Source: an optimization exercise on an open RTL-to-GDS flow (aim: a short achievable clock period and few clock cycles). Production flows keep margins and buffers that such runs may drop. Only simulation tests tie the RTL to the original design; equivalence was not proved. Power figures rest on the tool's default switching activity, not on a simulated workload.

==> exp/zinc <==
==> flow/design.v (excerpt) <==
module dawn_cpu(
    input  wire        clk_i,
    input  wire        rst_n_i,
    output wire [9:0]  imem_addr_o,
    input  wire [79:0] imem_data_i,
    output wire [9:0]  dmem_addr_o,
    output wire [63:0] dmem_wdata_o,
    output wire        dmem_we_o,
    input  wire [63:0] dmem_rdata_i,
    output wire        halted_o,
    output wire [1:0]  stat_o
);
export LEC_CHECK = 0
export ABC_CLOCK_PERIOD_IN_PS = 1000
export CAP_MARGIN = 20
export CORE_MARGIN = 2
export CORE_UTILIZATION = 40
export SLEW_MARGIN = 20
export TNS_END_PERCENT = 25
create_clock -name core_clock -period 10.0 [get_ports {clk_i}]
standard.sh (not shown) runs the stock make flow with config.mk's settings and CLKGATE_MAP_FILE= SYNTH_SCRIPT=/design/flow/synth_recipe.tcl, a recipe that flattens the netlist after the stock synthesis.
==> flow/flow/run.sh <==
#!/bin/bash
# Standard layout (the standard.sh), with timing repair aiming well
# below the clock period and sized port buffers. Each tool's output goes
# to standard.log.
export SETUP_SLACK_MARGIN=7
export BUFFER_PORTS_ARGS="-buffer_cell sky130_fd_sc_hd__buf_4"
bash standard.sh > standard.log 2>&1
==> exp/cedar (differences from exp/zinc) <==
--- a/flow/design.v
+++ b/flow/design.v
@@ -76,25 +76,10 @@
 reg  [63:0] rf [0:14];
 wire       m_sf = M_valE[63];
 wire       m_of = M_sub ? ((M_a63 != M_b63) & (M_valE[63] != M_b63)) :
                   M_add ? ((M_a63 == M_b63) & (M_valE[63] != M_a63)) : 1'b0;
 wire [2:0] cc_base = (M_valid & M_ccp) ? {M_zf, m_sf, m_of} : cc;
-wire [63:0] opA = E_a | M_fwdA;
-wire [63:0] opB = E_b | M_fwdB;
-wire [63:0] fx = opA ^ opB;
-wire [63:0] fa = opA & opB;
-wire fzf_add = (&(fx[63:1] ~^ (opA[62:0] | opB[62:0]))) & ~fx[0];
-wire e_zf_fast = (E_op == 2'd0) ? fzf_add : (E_op == 2'd1) ? &fx :
-                 (E_op == 2'd2) ? ~|fa : ~|fx;
-wire e_sf_lg = E_op[0] ? fx[63] : fa[63];
-wire e_opq   = E_valid & E_setcc;
-wire e_opok  = ~(E_ldA | E_ldB);
-wire [2:0] cc_e = e_opq ? {e_zf_fast, e_sf_lg, 1'b0} : cc_base;
-function zf_only;
-    input [3:0] fn;
-    zf_only = (fn == 4'h0) | (fn == 4'h3) | (fn == 4'h4);
-endfunction
 wire [7:0]  b1 = imem_data_i[15:8];
 wire [3:0]  f_icode = pc_bad ? 4'H0 : imem_data_i[7:4];
 wire [3:0]  f_ifun  = pc_bad ? 4'h0  : imem_data_i[3:0];
 wire [63:0] f_valC  = imem_data_i[79:16];
 wire [63:0] f_dest  = imem_data_i[71:8];
@@ -126,35 +111,35 @@
         default:                            f_dstM = RNONE;
     endcase
 end
 wire D_isop = D_icode == 4'H6;
 wire D_jmp  = D_icode == 4'H7;
-wire f_resolv = ~(D_valid & D_isop) & (~e_opq | e_opok & (E_op[1] | zf_only(f_ifun)));
-wire f_predT  = f_resolv ? cond(f_ifun, cc_e) : (f_ifun != 4'h3);
+wire f_resolv = ~(D_valid & D_isop) & ~(E_valid & E_setcc);
+wire f_predT  = f_resolv ? cond(f_ifun, cc_base) : (f_ifun != 4'h3);
 wire [10:0] f_alt = f_predT ? pc9 : {|f_dest[63:10], f_dest[9:0]};
 wire [10:0] ras_top = ras[ras_ptr];
 wire [1:0]  f_rp = (f_icode == 4'H8) ? ras_ptr + 2'd1 :
                    (f_icode == 4'H9)  ? ras_ptr - 2'd1 : ras_ptr;
 reg [9:0] f_npc;
 reg       f_nbad;
 always @(*) begin
     case (f_icode)
         4'H7: begin
-            if (f_predT) begin f_nbad = 1'b0;           f_npc = f_dest[9:0]; end
+            if (f_predT) begin f_nbad = |f_dest[63:10]; f_npc = f_dest[9:0]; end
             else         begin f_nbad = pc9[10];        f_npc = pc9[9:0];    end
         end
-        4'H8:  begin f_nbad = 1'b0;           f_npc = f_dest[9:0]; end
+        4'H8:  begin f_nbad = |f_dest[63:10]; f_npc = f_dest[9:0]; end
         4'H9:   begin f_nbad = ras_top[10];    f_npc = ras_top[9:0]; end
         4'H2, 4'H6, 4'HA, 4'HB:
                  begin f_nbad = pc2[10];        f_npc = pc2[9:0];    end
         4'H3, 4'H4, 4'H5:
                  begin f_nbad = pc10[10];       f_npc = pc10[9:0];   end
         default: begin f_nbad = pc1[10];        f_npc = pc1[9:0];    end
     endcase
 end
 wire cnd_E = cond(E_ifun, cc_base);
-wire cnd_D = cond(D_ifun, cc_e);
+wire cnd_D = cond(D_ifun, cc_base);
 wire [3:0] E_dstE_eff = (E_cmov & ~cnd_E) ? RNONE : E_dstE;
 wire d_aluA = (D_icode == 4'H2) | D_isop;
 wire d_stA  = (D_icode == 4'H4) | (D_icode == 4'HA);
 reg  d_useB;
 always @(*) begin
@@ -170,20 +155,14 @@
 wire d_logic = (D_icode == 4'H2) | (D_isop & D_ifun[1]);
 wire d_fwdA = eA & d_aluA;
 wire d_fwdB = eB & ~lB & d_useB;
 wire stall   = D_valid & ((lA & d_aluA & ~d_logic) | (lB & d_useB & ~(D_isop & D_ifun[1])));
 wire e_redir = E_valid & E_jmp & (E_predT ^ cnd_E) & ~halted;
-wire d_redir = D_valid & D_jmp & (~e_opq | e_opok & (E_op[1] | zf_only(D_ifun))) &
-               (D_predT ^ cnd_D) & ~halted;
+wire d_redir = D_valid & D_jmp & ~(E_valid & E_setcc) & (D_predT ^ cnd_D) & ~halted;
 wire m_retbad = M_valid & M_ret & (dmem_rdata_i != {53'b0, M_rpred});
 wire kill_D = e_redir | m_retbad | halted;
 wire kill_F = kill_D | d_redir | fix;
-wire f_tgt   = (f_icode == 4'H8) | ((f_icode == 4'H7) & f_predT);
-wire tgt_bad = |f_dest[63:10];
-wire pc_bad_n0 = fix ? |fix_pc[63:10] : e_redir ? E_alt[10] : d_redir ? D_alt[10] :
-                 ~stall ? f_nbad : pc_bad;
-wire pc_bad_n  = pc_bad_n0 | (~fix & ~e_redir & ~d_redir & ~stall & f_tgt & tgt_bad);
 wire [63:0] rfA = (D_srcA == RNONE) ? 64'd0 : rf[D_srcA];
 wire [63:0] rfB = (D_srcB == RNONE) ? 64'd0 : rf[D_srcB];
 wire mMA = M_valid & (M_dstM != RNONE) & (M_dstM == D_srcA);
 wire mEA = M_valid & (M_dstE != RNONE) & (M_dstE == D_srcA);
 wire mMB = M_valid & (M_dstM != RNONE) & (M_dstM == D_srcB);
@@ -198,10 +177,12 @@
         4'H9, 4'HB:                d_constA = 64'd8;
         default:                      d_constA = 64'd0;
     endcase
 end
 wire d_sub = D_isop & (D_ifun == 4'H1);
+wire [63:0] opA = E_a | M_fwdA;
+wire [63:0] opB = E_b | M_fwdB;
 wire [63:0] sum = opA + opB;
 wire [63:0] lgA = E_ldA ? dmem_rdata_i : opA;
 wire [63:0] lgB = E_ldB ? dmem_rdata_i : opB;
 wire [63:0] e_lg = (E_op == 2'd2) ? (lgA & lgB) : (E_op == 2'd3) ? (lgA ^ lgB) : lgA;
 wire [63:0] e_valE = E_logic ? e_lg : (sum ^ {64{E_sub}});
@@ -244,19 +225,18 @@
         halted <= 1'b0;
         stop_code <= 2'H0;
         for (i = 0; i < 15; i = i + 1) rf[i] <= 64'd0;
     end else begin
         fix <= m_retbad;
-        pc_bad <= pc_bad_n;
         if (fix) begin
-            pc <= fix_pc[9:0]; ras_ptr <= fix_rp;
+            pc <= fix_pc[9:0]; pc_bad <= |fix_pc[63:10]; ras_ptr <= fix_rp;
         end else if (e_redir) begin
-            pc <= E_alt[9:0]; ras_ptr <= E_rp;
+            pc <= E_alt[9:0]; pc_bad <= E_alt[10]; ras_ptr <= E_rp;
         end else if (d_redir) begin
-            pc <= D_alt[9:0]; ras_ptr <= D_rp;
+            pc <= D_alt[9:0]; pc_bad <= D_alt[10]; ras_ptr <= D_rp;
         end else if (~stall) begin
-            pc <= f_npc; ras_ptr <= f_rp;
+            pc <= f_npc; pc_bad <= f_nbad; ras_ptr <= f_rp;
         end
         if (~stall & (f_icode == 4'H8)) ras[ras_ptr + 2'd1] <= pc9;
         D_valid <= stall ? (D_valid & ~kill_D) : ~kill_F;
         E_valid <= D_valid & ~stall & ~kill_D;
         M_valid <= e_go & ~e_fault;
--- a/flow/config.mk
+++ b/flow/config.mk
@@ -8,6 +8,6 @@
 export ABC_CLOCK_PERIOD_IN_PS = 1000
 export CAP_MARGIN = 20
 export CORE_MARGIN = 2
 export CORE_UTILIZATION = 40
 export SLEW_MARGIN = 20
-export TNS_END_PERCENT = 25
+export TNS_END_PERCENT = 10
==> exp/sierra (differences from exp/zinc) <==
--- a/flow/design.v
+++ b/flow/design.v
@@ -38,32 +38,31 @@
 reg         D_valid;
 reg  [3:0]  D_icode, D_ifun;
 reg  [3:0]  D_srcA, D_srcB, D_dstE, D_dstM;
 reg  [63:0] D_valC;
 reg  [10:0] D_valP;              
-reg  [10:0] D_alt;               
 reg  [1:0]  D_stat;
 reg         D_predT;
 reg  [1:0]  D_rp;
 reg  [10:0] D_rpred;
 reg         E_valid;
 reg  [63:0] E_a;                 
 reg  [63:0] E_b;                 
+reg         E_fwdA, E_fwdB;      
 reg         E_sub;               
 reg  [1:0]  E_op;                
 reg         E_setcc, E_cmov, E_jmp, E_predT, E_mem, E_popret, E_store, E_ret;
 reg  [3:0]  E_ifun, E_dstE, E_dstM;
 reg  [63:0] E_sd;                
 reg         E_fwdS, E_ldS;       
 reg         E_ldA, E_ldB;        
 reg         E_logic;             
-reg  [10:0] E_valP, E_rpred, E_alt;
+reg  [10:0] E_valP, E_rpred;
 reg  [1:0]  E_stat, E_rp;
 reg  [2:0]  cc;                  
 reg         M_valid;
 reg  [63:0] M_valE, M_sd;
-reg  [63:0] M_fwdA, M_fwdB;      
 reg  [9:0]  M_addr;
 reg         M_we, M_ret;
 reg  [3:0]  M_dstE, M_dstM;
 reg  [10:0] M_rpred;
 reg  [1:0]  M_rp;
@@ -76,25 +75,10 @@
 reg  [63:0] rf [0:14];
 wire       m_sf = M_valE[63];
 wire       m_of = M_sub ? ((M_a63 != M_b63) & (M_valE[63] != M_b63)) :
                   M_add ? ((M_a63 == M_b63) & (M_valE[63] != M_a63)) : 1'b0;
 wire [2:0] cc_base = (M_valid & M_ccp) ? {M_zf, m_sf, m_of} : cc;
-wire [63:0] opA = E_a | M_fwdA;
-wire [63:0] opB = E_b | M_fwdB;
-wire [63:0] fx = opA ^ opB;
-wire [63:0] fa = opA & opB;
-wire fzf_add = (&(fx[63:1] ~^ (opA[62:0] | opB[62:0]))) & ~fx[0];
-wire e_zf_fast = (E_op == 2'd0) ? fzf_add : (E_op == 2'd1) ? &fx :
-                 (E_op == 2'd2) ? ~|fa : ~|fx;
-wire e_sf_lg = E_op[0] ? fx[63] : fa[63];
-wire e_opq   = E_valid & E_setcc;
-wire e_opok  = ~(E_ldA | E_ldB);
-wire [2:0] cc_e = e_opq ? {e_zf_fast, e_sf_lg, 1'b0} : cc_base;
-function zf_only;
-    input [3:0] fn;
-    zf_only = (fn == 4'h0) | (fn == 4'h3) | (fn == 4'h4);
-endfunction
 wire [7:0]  b1 = imem_data_i[15:8];
 wire [3:0]  f_icode = pc_bad ? 4'H0 : imem_data_i[7:4];
 wire [3:0]  f_ifun  = pc_bad ? 4'h0  : imem_data_i[3:0];
 wire [63:0] f_valC  = imem_data_i[79:16];
 wire [63:0] f_dest  = imem_data_i[71:8];
@@ -126,35 +110,34 @@
         default:                            f_dstM = RNONE;
     endcase
 end
 wire D_isop = D_icode == 4'H6;
 wire D_jmp  = D_icode == 4'H7;
-wire f_resolv = ~(D_valid & D_isop) & (~e_opq | e_opok & (E_op[1] | zf_only(f_ifun)));
-wire f_predT  = f_resolv ? cond(f_ifun, cc_e) : (f_ifun != 4'h3);
-wire [10:0] f_alt = f_predT ? pc9 : {|f_dest[63:10], f_dest[9:0]};
+wire f_resolv = ~(D_valid & D_isop) & ~(E_valid & E_setcc);
+wire f_predT  = f_resolv ? cond(f_ifun, cc_base) : 1'b1;
 wire [10:0] ras_top = ras[ras_ptr];
 wire [1:0]  f_rp = (f_icode == 4'H8) ? ras_ptr + 2'd1 :
                    (f_icode == 4'H9)  ? ras_ptr - 2'd1 : ras_ptr;
 reg [9:0] f_npc;
 reg       f_nbad;
 always @(*) begin
     case (f_icode)
         4'H7: begin
-            if (f_predT) begin f_nbad = 1'b0;           f_npc = f_dest[9:0]; end
+            if (f_predT) begin f_nbad = |f_dest[63:10]; f_npc = f_dest[9:0]; end
             else         begin f_nbad = pc9[10];        f_npc = pc9[9:0];    end
         end
-        4'H8:  begin f_nbad = 1'b0;           f_npc = f_dest[9:0]; end
+        4'H8:  begin f_nbad = |f_dest[63:10]; f_npc = f_dest[9:0]; end
         4'H9:   begin f_nbad = ras_top[10];    f_npc = ras_top[9:0]; end
         4'H2, 4'H6, 4'HA, 4'HB:
                  begin f_nbad = pc2[10];        f_npc = pc2[9:0];    end
         4'H3, 4'H4, 4'H5:
                  begin f_nbad = pc10[10];       f_npc = pc10[9:0];   end
         default: begin f_nbad = pc1[10];        f_npc = pc1[9:0];    end
     endcase
 end
 wire cnd_E = cond(E_ifun, cc_base);
-wire cnd_D = cond(D_ifun, cc_e);
+wire cnd_D = cond(D_ifun, cc_base);
 wire [3:0] E_dstE_eff = (E_cmov & ~cnd_E) ? RNONE : E_dstE;
 wire d_aluA = (D_icode == 4'H2) | D_isop;
 wire d_stA  = (D_icode == 4'H4) | (D_icode == 4'HA);
 reg  d_useB;
 always @(*) begin
@@ -166,24 +149,16 @@
 wire eA = E_valid & (E_dstE_eff != RNONE) & (E_dstE_eff == D_srcA);
 wire eB = E_valid & (E_dstE_eff != RNONE) & (E_dstE_eff == D_srcB);
 wire lA = E_valid & (E_dstM != RNONE) & (E_dstM == D_srcA);
 wire lB = E_valid & (E_dstM != RNONE) & (E_dstM == D_srcB);
 wire d_logic = (D_icode == 4'H2) | (D_isop & D_ifun[1]);
-wire d_fwdA = eA & d_aluA;
-wire d_fwdB = eB & ~lB & d_useB;
 wire stall   = D_valid & ((lA & d_aluA & ~d_logic) | (lB & d_useB & ~(D_isop & D_ifun[1])));
-wire e_redir = E_valid & E_jmp & (E_predT ^ cnd_E) & ~halted;
-wire d_redir = D_valid & D_jmp & (~e_opq | e_opok & (E_op[1] | zf_only(D_ifun))) &
-               (D_predT ^ cnd_D) & ~halted;
+wire e_redir = E_valid & E_jmp & E_predT & ~cnd_E & ~halted;
+wire d_redir = D_valid & D_jmp & D_predT & ~(E_valid & E_setcc) & ~cnd_D & ~halted;
 wire m_retbad = M_valid & M_ret & (dmem_rdata_i != {53'b0, M_rpred});
 wire kill_D = e_redir | m_retbad | halted;
 wire kill_F = kill_D | d_redir | fix;
-wire f_tgt   = (f_icode == 4'H8) | ((f_icode == 4'H7) & f_predT);
-wire tgt_bad = |f_dest[63:10];
-wire pc_bad_n0 = fix ? |fix_pc[63:10] : e_redir ? E_alt[10] : d_redir ? D_alt[10] :
-                 ~stall ? f_nbad : pc_bad;
-wire pc_bad_n  = pc_bad_n0 | (~fix & ~e_redir & ~d_redir & ~stall & f_tgt & tgt_bad);
 wire [63:0] rfA = (D_srcA == RNONE) ? 64'd0 : rf[D_srcA];
 wire [63:0] rfB = (D_srcB == RNONE) ? 64'd0 : rf[D_srcB];
 wire mMA = M_valid & (M_dstM != RNONE) & (M_dstM == D_srcA);
 wire mEA = M_valid & (M_dstE != RNONE) & (M_dstE == D_srcA);
 wire mMB = M_valid & (M_dstM != RNONE) & (M_dstM == D_srcB);
@@ -198,10 +173,12 @@
         4'H9, 4'HB:                d_constA = 64'd8;
         default:                      d_constA = 64'd0;
     endcase
 end
 wire d_sub = D_isop & (D_ifun == 4'H1);
+wire [63:0] opA = E_fwdA ? M_valE : E_a;
+wire [63:0] opB = E_fwdB ? (M_valE ^ {64{E_sub}}) : E_b;
 wire [63:0] sum = opA + opB;
 wire [63:0] lgA = E_ldA ? dmem_rdata_i : opA;
 wire [63:0] lgB = E_ldB ? dmem_rdata_i : opB;
 wire [63:0] e_lg = (E_op == 2'd2) ? (lgA & lgB) : (E_op == 2'd3) ? (lgA ^ lgB) : lgA;
 wire [63:0] e_valE = E_logic ? e_lg : (sum ^ {64{E_sub}});
@@ -219,12 +196,16 @@
         hp = a[63:10] ^ b[63:10];
         ho = a[63:10] | b[63:10];
         adr_fault = ~(&(hp[53:1] ~^ ho[52:0]) & (hp[0] == lo[10])) | (&lo[9:0]);
     end
 endfunction
-wire        f_add = adr_fault(opA, opB);
-wire        f_pop = (|opB[63:10]) | (&opB[9:0]);
+wire        f_add_r = adr_fault(E_a, E_b);
+wire        f_add_m = adr_fault(E_a, M_valE);
+wire        f_pop_r = (|E_b[63:10]) | (&E_b[9:0]);
+wire        f_pop_m = (|M_valE[63:10]) | (&M_valE[9:0]);
+wire        f_add = E_fwdB ? f_add_m : f_add_r;
+wire        f_pop = E_fwdB ? f_pop_m : f_pop_r;
 wire        e_adrerr = E_mem & (E_popret ? f_pop : f_add);
 wire        e_fault  = (E_stat != 2'H0) | e_adrerr;
 wire [1:0]  e_scode  = (E_stat != 2'H0) ? E_stat : 2'H2;
 wire        e_go     = E_valid & ~halted & ~m_retbad;
 wire [63:0] e_sd     = E_ldS ? dmem_rdata_i : E_fwdS ? M_valE : E_sd;
@@ -244,19 +225,18 @@
         halted <= 1'b0;
         stop_code <= 2'H0;
         for (i = 0; i < 15; i = i + 1) rf[i] <= 64'd0;
     end else begin
         fix <= m_retbad;
-        pc_bad <= pc_bad_n;
         if (fix) begin
-            pc <= fix_pc[9:0]; ras_ptr <= fix_rp;
+            pc <= fix_pc[9:0]; pc_bad <= |fix_pc[63:10]; ras_ptr <= fix_rp;
         end else if (e_redir) begin
-            pc <= E_alt[9:0]; ras_ptr <= E_rp;
+            pc <= E_valP[9:0]; pc_bad <= E_valP[10]; ras_ptr <= E_rp;
         end else if (d_redir) begin
-            pc <= D_alt[9:0]; ras_ptr <= D_rp;
+            pc <= D_valP[9:0]; pc_bad <= D_valP[10]; ras_ptr <= D_rp;
         end else if (~stall) begin
-            pc <= f_npc; ras_ptr <= f_rp;
+            pc <= f_npc; pc_bad <= f_nbad; ras_ptr <= f_rp;
         end
         if (~stall & (f_icode == 4'H8)) ras[ras_ptr + 2'd1] <= pc9;
         D_valid <= stall ? (D_valid & ~kill_D) : ~kill_F;
         E_valid <= D_valid & ~stall & ~kill_D;
         M_valid <= e_go & ~e_fault;
@@ -280,46 +260,44 @@
         D_srcB  <= f_srcB;
         D_dstE  <= f_dstE;
         D_dstM  <= f_dstM;
         D_valC  <= f_valC;
         D_valP  <= pc9;
-        D_alt   <= f_alt;
         D_stat  <= f_stat;
         D_predT <= f_predT;
         D_rp    <= f_rp;
         D_rpred <= ras_top;
     end
-    E_a     <= d_fwdA ? 64'd0 : d_aluA ? valA : d_constA;
-    E_b     <= (d_useB & ~d_fwdB) ? (valB ^ {64{d_sub}}) : 64'd0;
+    E_a     <= d_aluA ? valA : d_constA;
+    E_b     <= d_useB ? (valB ^ {64{d_sub}}) : 64'd0;
+    E_fwdA  <= eA & d_aluA;
     E_ldA   <= lA & d_aluA;
     E_ldB   <= lB & d_useB;
     E_logic <= d_logic;
+    E_fwdB  <= eB & ~lB & d_useB;
     E_fwdS  <= eA & ~lA & d_stA;
     E_ldS   <= lA & d_stA;
     E_sub   <= d_sub;
     E_op    <= D_isop ? D_ifun[1:0] : 2'd0;
     E_setcc <= D_isop;
     E_cmov  <= D_icode == 4'H2;
     E_jmp   <= D_jmp;
-    E_predT <= D_predT ^ d_redir;    
+    E_predT <= D_predT;
     E_mem   <= (D_icode == 4'H4) | (D_icode == 4'H5) | (D_icode == 4'H8) |
                (D_icode == 4'H9) | (D_icode == 4'HA) | (D_icode == 4'HB);
     E_popret <= (D_icode == 4'H9) | (D_icode == 4'HB);
     E_store <= (D_icode == 4'H4) | (D_icode == 4'H8) | (D_icode == 4'HA);
     E_ret   <= D_icode == 4'H9;
     E_ifun  <= D_ifun;
     E_dstE  <= D_dstE;
     E_dstM  <= D_dstM;
     E_sd    <= (D_icode == 4'H8) ? {53'd0, D_valP} : valA;
     E_valP  <= D_valP;
-    E_alt   <= D_alt;
     E_rpred <= D_rpred;
     E_stat  <= D_stat;
     E_rp    <= D_rp;
     M_valE  <= e_valE;
-    M_fwdA  <= d_fwdA ? e_valE : 64'd0;
-    M_fwdB  <= d_fwdB ? (e_valE ^ {64{d_sub}}) : 64'd0;
     M_sd    <= e_sd;
     M_addr  <= E_popret ? opB[9:0] : sum[9:0];
     M_ret   <= E_ret;
     M_dstE  <= E_dstE_eff;
     M_dstM  <= E_dstM;
--- a/flow/config.mk
+++ b/flow/config.mk
@@ -8,6 +8,6 @@
 export ABC_CLOCK_PERIOD_IN_PS = 1000
 export CAP_MARGIN = 20
 export CORE_MARGIN = 2
 export CORE_UTILIZATION = 40
 export SLEW_MARGIN = 20
-export TNS_END_PERCENT = 25
+export TNS_END_PERCENT = 10
==> notes <==
Between exp/zinc and exp/sierra, the lower worst setup slack is in exp/zinc (gap 320 ps). Against exp/sierra, the global-route usage of exp/cedar is lower by 1.5 points. In exp/sierra the cell area is lower than in exp/zinc, by about 6%. Of exp/sierra and exp/zinc, exp/zinc has the higher sequential power (gap about 7%, measured against exp/zinc). Synthesized cell count: exp/zinc < exp/sierra < exp/cedar. Via count: exp/sierra < exp/zinc < exp/cedar. Critical path depth: exp/zinc > exp/sierra > exp/cedar. The lowest routed wire length belongs to exp/sierra, the highest to exp/zinc.
Testbench counts of exp/zinc, summed over its fixed seeds: cycles 30,115.
Testbench counts of exp/cedar, summed over its fixed seeds: cycles 30,316.
Testbench counts of exp/sierra, summed over its fixed seeds: cycles 30,644.

[re-timing with driven ports]
In the flow no input, the clock included, has a driving cell. The finished layouts below were timed again as built, in two steps.
Step 1, drivers: a clkbuf_16 drives clk_i and a buf_2 each remaining input, both assumed.
Step 2, shift: input delay + t, output delay - t, t = (earliest + latest rising clock arrival at the registers) / 2. This alone moves slack from input paths to output paths.
Slacks: ideal ports / drivers / drivers and shift; pairs: ideal ports / drivers.
run | t (ns) | setup WS [ns] | hold WS [ns]
exp/zinc | 0.975 | 5.767 / 5.767 / 5.061 | 0.317 / 0.317 / 0.317
exp/cedar | 1.002 | 6.193 / 6.219 / 5.217 | 0.327 / 0.327 / 0.327
exp/sierra | 0.972 | 6.084 / 6.084 / 5.274 | 0.327 / 0.327 / 0.327
After both steps every run listed still meets setup and hold. For exp/cedar, which loses most, drivers alone change the setup slack by +0.026 ns; drivers and shift together by -0.976 ns.
